From an optimization exercise on the open Yosys and OpenROAD flow, aimed at small area; shortcuts taken in it are not production practice. Only simulation tests tie the RTL to the original design; equivalence was not proved. No driver is modelled on the clock port, so clock power and skew are understated where the tree is cut down; a real chip needs a root buffer or a tree.

## ame_sobel_filter
module ame_sobel_filter #(
    parameter LINE_DATA_BITS = 7,
    parameter COMP_DATA_BITS = 8
) (
    input logic clk_i,
    input logic rst_n_i,
    input  logic comp_init_i,
    output logic comp_done_o,
    input logic [5:0] [LINE_DATA_BITS-1:0] line_data_i,
    output logic [3:0] [3:0] [COMP_DATA_BITS-1:0] comp_data_o
);
localparam logic [2:0] IDLE  = 3'b000;
localparam logic [2:0] COL_0 = 3'b001;
localparam logic [2:0] COL_1 = 3'b010;
localparam logic [2:0] COL_2 = 3'b100;
localparam logic [2:0] COL_3 = 3'b101;
localparam logic [2:0] COL_4 = 3'b110;
localparam logic [2:0] COL_5 = 3'b111;
logic [2:0] ctl_sta;
logic       comp_done;
logic sub_2;
logic sub_0;
logic [41:0] line_bits;
logic [3:0] [COMP_DATA_BITS-1:0] comp_new;
logic [3:0] [3:0] [COMP_DATA_BITS-1:0] comp_data;
assign line_bits = line_data_i;
assign sub_2 = ctl_sta[2];
assign sub_0 = ctl_sta[2] & ctl_sta[1];
assign comp_done_o = comp_done;
assign comp_data_o = comp_data;
always_ff @(posedge clk_i or negedge rst_n_i)
begin
    if (!rst_n_i) begin
        ctl_sta   <= IDLE;
        comp_done <= 1'b0;
    end else begin
        case (ctl_sta)
            IDLE:    ctl_sta <= comp_init_i ? COL_0 : IDLE;
            COL_0:   ctl_sta <= COL_1;
            COL_1:   ctl_sta <= COL_2;
            COL_2:   ctl_sta <= COL_3;
            COL_3:   ctl_sta <= COL_4;
            COL_4:   ctl_sta <= COL_5;
            COL_5:   ctl_sta <= comp_init_i ? COL_0 : IDLE;
            default: ctl_sta <= IDLE;
        endcase
        comp_done <= (ctl_sta == COL_5);
    end
end
generate
    if (1) begin: row_0
        logic [7:0] na, nb;
        logic s0, s1, s2, s3, s4, s5, s6, s7, s8, s9, s10, s11, s12, s13, s14, s15, s16, s17, s18, s19, s20, s21, s22, s23, s24, s25, s26, s27, s28;
        logic c0, c1, c2, c3, c4, c5, c6, c7, c8, c9, c10, c11, c12, c13, c14, c15, c16, c17, c18, c19, c20, c21, c22, c23, c24, c25, c26, c27, c28;
        assign na = ~({8{sub_2}} & comp_data[0][2]);
  ...
clock: 5.0 ns
lec_check: 0
cap_margin: 20
core_margin: 2
core_utilization: 55
slew_margin: 20
standard.sh (not shown) runs the stock make flow with config.mk's settings and CLKGATE_MAP_FILE= SYNTH_SCRIPT=/design/flow/synth_recipe.tcl, a recipe that flattens the netlist after the stock synthesis.
==> flow/flow/run.sh <==
#!/bin/bash
# The standard layout, with four changes:
#  - after the standard synthesis, flow/dp.py rewrites the four adder trees
#    that feed the shift registers as explicit full/half adder cells, ordered
#    by arrival time, and flow/pol2.py re-picks the polarity of full adders
#    and gates to drop inverters (registers untouched). Yosys proves the new
#    netlist equivalent to the standard one; if the proof fails the standard
#    netlist is kept;
#  - the port buffers are the smallest buffer;
#  - the clock tree is two levels of buffers built by flow/mycts.tcl: a root
#    buffer on the clock port and one leaf buffer per cluster of registers.
set -u
export BUFFER_PORTS_ARGS="-buffer_cell sky130_fd_sc_hd__buf_1"
export PRE_CTS_TCL="$(pwd)/flow/mycts.tcl"
LIB=$FLOW_HOME/platforms/sky130hd/lib/sky130_fd_sc_hd__tt_025C_1v80.lib
R=orfs/results/sky130hd/ame_sobel_filter/base

bash standard.sh synth > synth.log 2>&1 || exit 1

cp $R/1_2_yosys.v std_netlist.v

equiv() {
    yosys -p "read_liberty -ignore_miss_func $LIB; read_verilog std_netlist.v; rename $FLOW_TOP gold; read_verilog $1; rename $FLOW_TOP gate; flatten; rename -hide gate/w:_* gate/w:*.*; async2sync; opt_clean; equiv_make gold gate eq; hierarchy -top eq; equiv_simple -undef; equiv_induct -undef; equiv_status -assert" > equiv_$1.log 2>&1
}

use=std_netlist.v
if python3 flow/dp.py std_netlist.v dp_netlist.v > dp.log 2>&1 && equiv dp_netlist.v; then
    use=dp_netlist.v
fi
if python3 flow/pol2.py $LIB $use pol_netlist.v > pol.log 2>&1 && equiv pol_netlist.v; then
    use=pol_netlist.v
fi
echo "using $use" >> pol.log
if [ $use != std_netlist.v ]; then
    cp $use $R/1_2_yosys.v
    touch $R/1_2_yosys.v
fi

bash standard.sh > standard.log 2>&1
==> flow/flow/mycts.tcl <==
# Replaces clock_tree_synthesis with a two-level clock tree: one root buffer
# on the clock port driving one leaf buffer per cluster of registers, the
# clusters found by k-means on the register positions. Sourced as PRE_CTS_TCL.
rename clock_tree_synthesis orfs_clock_tree_synthesis
proc clock_tree_synthesis { args } {
  set leaf_cell [expr { [info exists ::env(MYCTS_LEAF)] ? $::env(MYCTS_LEAF) : "sky130_fd_sc_hd__buf_6" }]
  set root_cell [expr { [info exists ::env(MYCTS_ROOT)] ? $::env(MYCTS_ROOT) : "sky130_fd_sc_hd__clkbuf_4" }]
  set per_leaf  [expr { [info exists ::env(MYCTS_PER_LEAF)] ? $::env(MYCTS_PER_LEAF) : 15 }]
  set db [ord::get_db]
  set block [ord::get_db_block]
  set clk_name [get_name [lindex [get_property [lindex [all_clocks] 0] sources] 0]]
  set clk_net [$block findNet $clk_name]
  # sinks: every instance pin on the clock net
  set sinks {}
  foreach it [$clk_net getITerms] {
    set bb [[$it getInst] getBBox]
    lappend sinks [list $it [expr { ([$bb xMin] + [$bb xMax]) / 2.0 }] [expr { ([$bb yMin] + [$bb yMax]) / 2.0 }]]
  }
  set n [llength $sinks]
  set k [expr { max(1, int(ceil(double($n) / $per_leaf))) }]
  # k-means, seeded along the sorted x positions
  set sorted [lsort -real -index 1 $sinks]
  set cx {}; set cy {}
  for { set i 0 } { $i < $k } { incr i } {
    set s [lindex $sorted [expr { int(($i + 0.5) * $n / $k) }]]
    lappend cx [lindex $s 1]; lappend cy [lindex $s 2]
  }
  for { set iter 0 } { $iter < 30 } { incr iter } {
    set sx [lrepeat $k 0.0]; set sy [lrepeat $k 0.0]; set sn [lrepeat $k 0]
    # balanced assignment: nearest free cluster, closest pairs first
    set cap [expr { int(ceil(double($n) / $k)) }]
    set pairs {}
    set j 0
    foreach s $sinks {
      for { set i 0 } { $i < $k } { incr i } {
        lappend pairs [list $j $i [expr { abs([lindex $s 1] - [lindex $cx $i]) + abs([lindex $s 2] - [lindex $cy $i]) }]]
      }
      incr j
    }
    set assign [lrepeat $n -1]
    foreach pr [lsort -real -index 2 $pairs] {
      lassign $pr j i d
      if { [lindex $assign $j] >= 0 || [lindex $sn $i] >= $cap } { continue }
      lset assign $j $i
      set s [lindex $sinks $j]
      lset sx $i [expr { [lindex $sx $i] + [lindex $s 1] }]
      lset sy $i [expr { [lindex $sy $i] + [lindex $s 2] }]
      lset sn $i [expr { [lindex $sn $i] + 1 }]
    }
    for { set i 0 } { $i < $k } { incr i } {
      if { [lindex $sn $i] > 0 } {
        lset cx $i [expr { [lindex $sx $i] / [lindex $sn $i] }]
        lset cy $i [expr { [lindex $sy $i] / [lindex $sn $i] }]
      }
    }
  }
  # root buffer at the centre of the leaves
  set rx 0.0; set ry 0.0
  for { set i 0 } { $i < $k } { incr i } { set rx [expr { $rx + [lindex $cx $i] / $k }]; set ry [expr { $ry + [lindex $cy $i] / $k }] }
  set root [odb::dbInst_create $block [$db findMaster $root_cell] clkbuf_root_$clk_name]
  $root setLocation [expr { int($rx) }] [expr { int($ry) }]
  $root setPlacementStatus PLACED
  set root_net [odb::dbNet_create $block clknet_root_$clk_name]
  $root_net setSigType CLOCK
  [$root findITerm A] connect $clk_net
  [$root findITerm X] connect $root_net
  set leaf_nets {}
  for { set i 0 } { $i < $k } { incr i } {
    set leaf [odb::dbInst_create $block [$db findMaster $leaf_cell] clkbuf_leaf_${i}_$clk_name]
    $leaf setLocation [expr { int([lindex $cx $i]) }] [expr { int([lindex $cy $i]) }]
    $leaf setPlacementStatus PLACED
    set net [odb::dbNet_create $block clknet_leaf_${i}_$clk_name]
    $net setSigType CLOCK
    [$leaf findITerm A] connect $root_net
    [$leaf findITerm X] connect $net
    lappend leaf_nets $net
  }
  foreach s $sinks a $assign {
    set it [lindex $s 0]
    $it disconnect
    $it connect [lindex $leaf_nets $a]
  }
  puts "mycts: $n sinks, $k leaf buffers ($leaf_cell), root $root_cell"
  set_propagated_clock [all_clocks]
}
Other scripts of this flow, unchanged in this note and not shown: flow/flow/dp.py, flow/flow/pol2.py
Edit:
--- a/flow/flow/mycts.tcl
+++ b/flow/flow/mycts.tcl
@@ -5,4 +5,4 @@
 proc clock_tree_synthesis { args } {
-  set leaf_cell [expr { [info exists ::env(MYCTS_LEAF)] ? $::env(MYCTS_LEAF) : "sky130_fd_sc_hd__buf_6" }]
-  set root_cell [expr { [info exists ::env(MYCTS_ROOT)] ? $::env(MYCTS_ROOT) : "sky130_fd_sc_hd__clkbuf_4" }]
+  set leaf_cell [expr { [info exists ::env(MYCTS_LEAF)] ? $::env(MYCTS_LEAF) : "sky130_fd_sc_hd__clkbuf_8" }]
+  set root_cell [expr { [info exists ::env(MYCTS_ROOT)] ? $::env(MYCTS_ROOT) : "sky130_fd_sc_hd__clkbuf_8" }]
   set per_leaf  [expr { [info exists ::env(MYCTS_PER_LEAF)] ? $::env(MYCTS_PER_LEAF) : 15 }]
CORE_UTILIZATION = 60   (was 55)
Effect:
- The new run completed without violations
- die area is lower by 8.0%
- hold slack improved by 15 ps
- clock skew is lower by 4.4 ps
- first-iteration DRC count fell by 28%
- sequential share of layout area went down by 0.15 points
- area after synthesis does not change
- design area is higher by 0.35%
- critical path depth goes up by 1
No run of this note takes its clock network from TritonCTS; it comes from the design's own scripts or RTL.

what the ideal ports hide:
No port has a modelled driver above. Below, the same layouts with a new extraction and two added sets of constraints.
Step 1: set_driving_cell puts a clkbuf_16 on clk_i and a buf_2 on each other input, an assumption about the parent block.
Step 2 times the ports against the registers' clock, not the clock port: input delays grow and output delays shrink by t, the midpoint of the rising clock arrivals with the driver on.
a / b / c = ideal ports / drivers / drivers and shift; a / b = the first two.
run | shift t [ns] | setup slack, ns | hold slack, ns | worst setup path at the end | pins driven straight from the clock port
the first run | 0.507 | 0.419 / 0.419 / 0.345 | 0.325 / 0.315 / 0.349 | input to register | 1
the second run | 0.423 | 0.466 / 0.466 / 0.362 | 0.340 / 0.340 / 0.340 | input to register | 1
After both steps setup and hold are still met in every run listed. For the second run, which loses most, drivers alone change the setup slack by 0.000 ns; drivers and shift together by -0.104 ns.
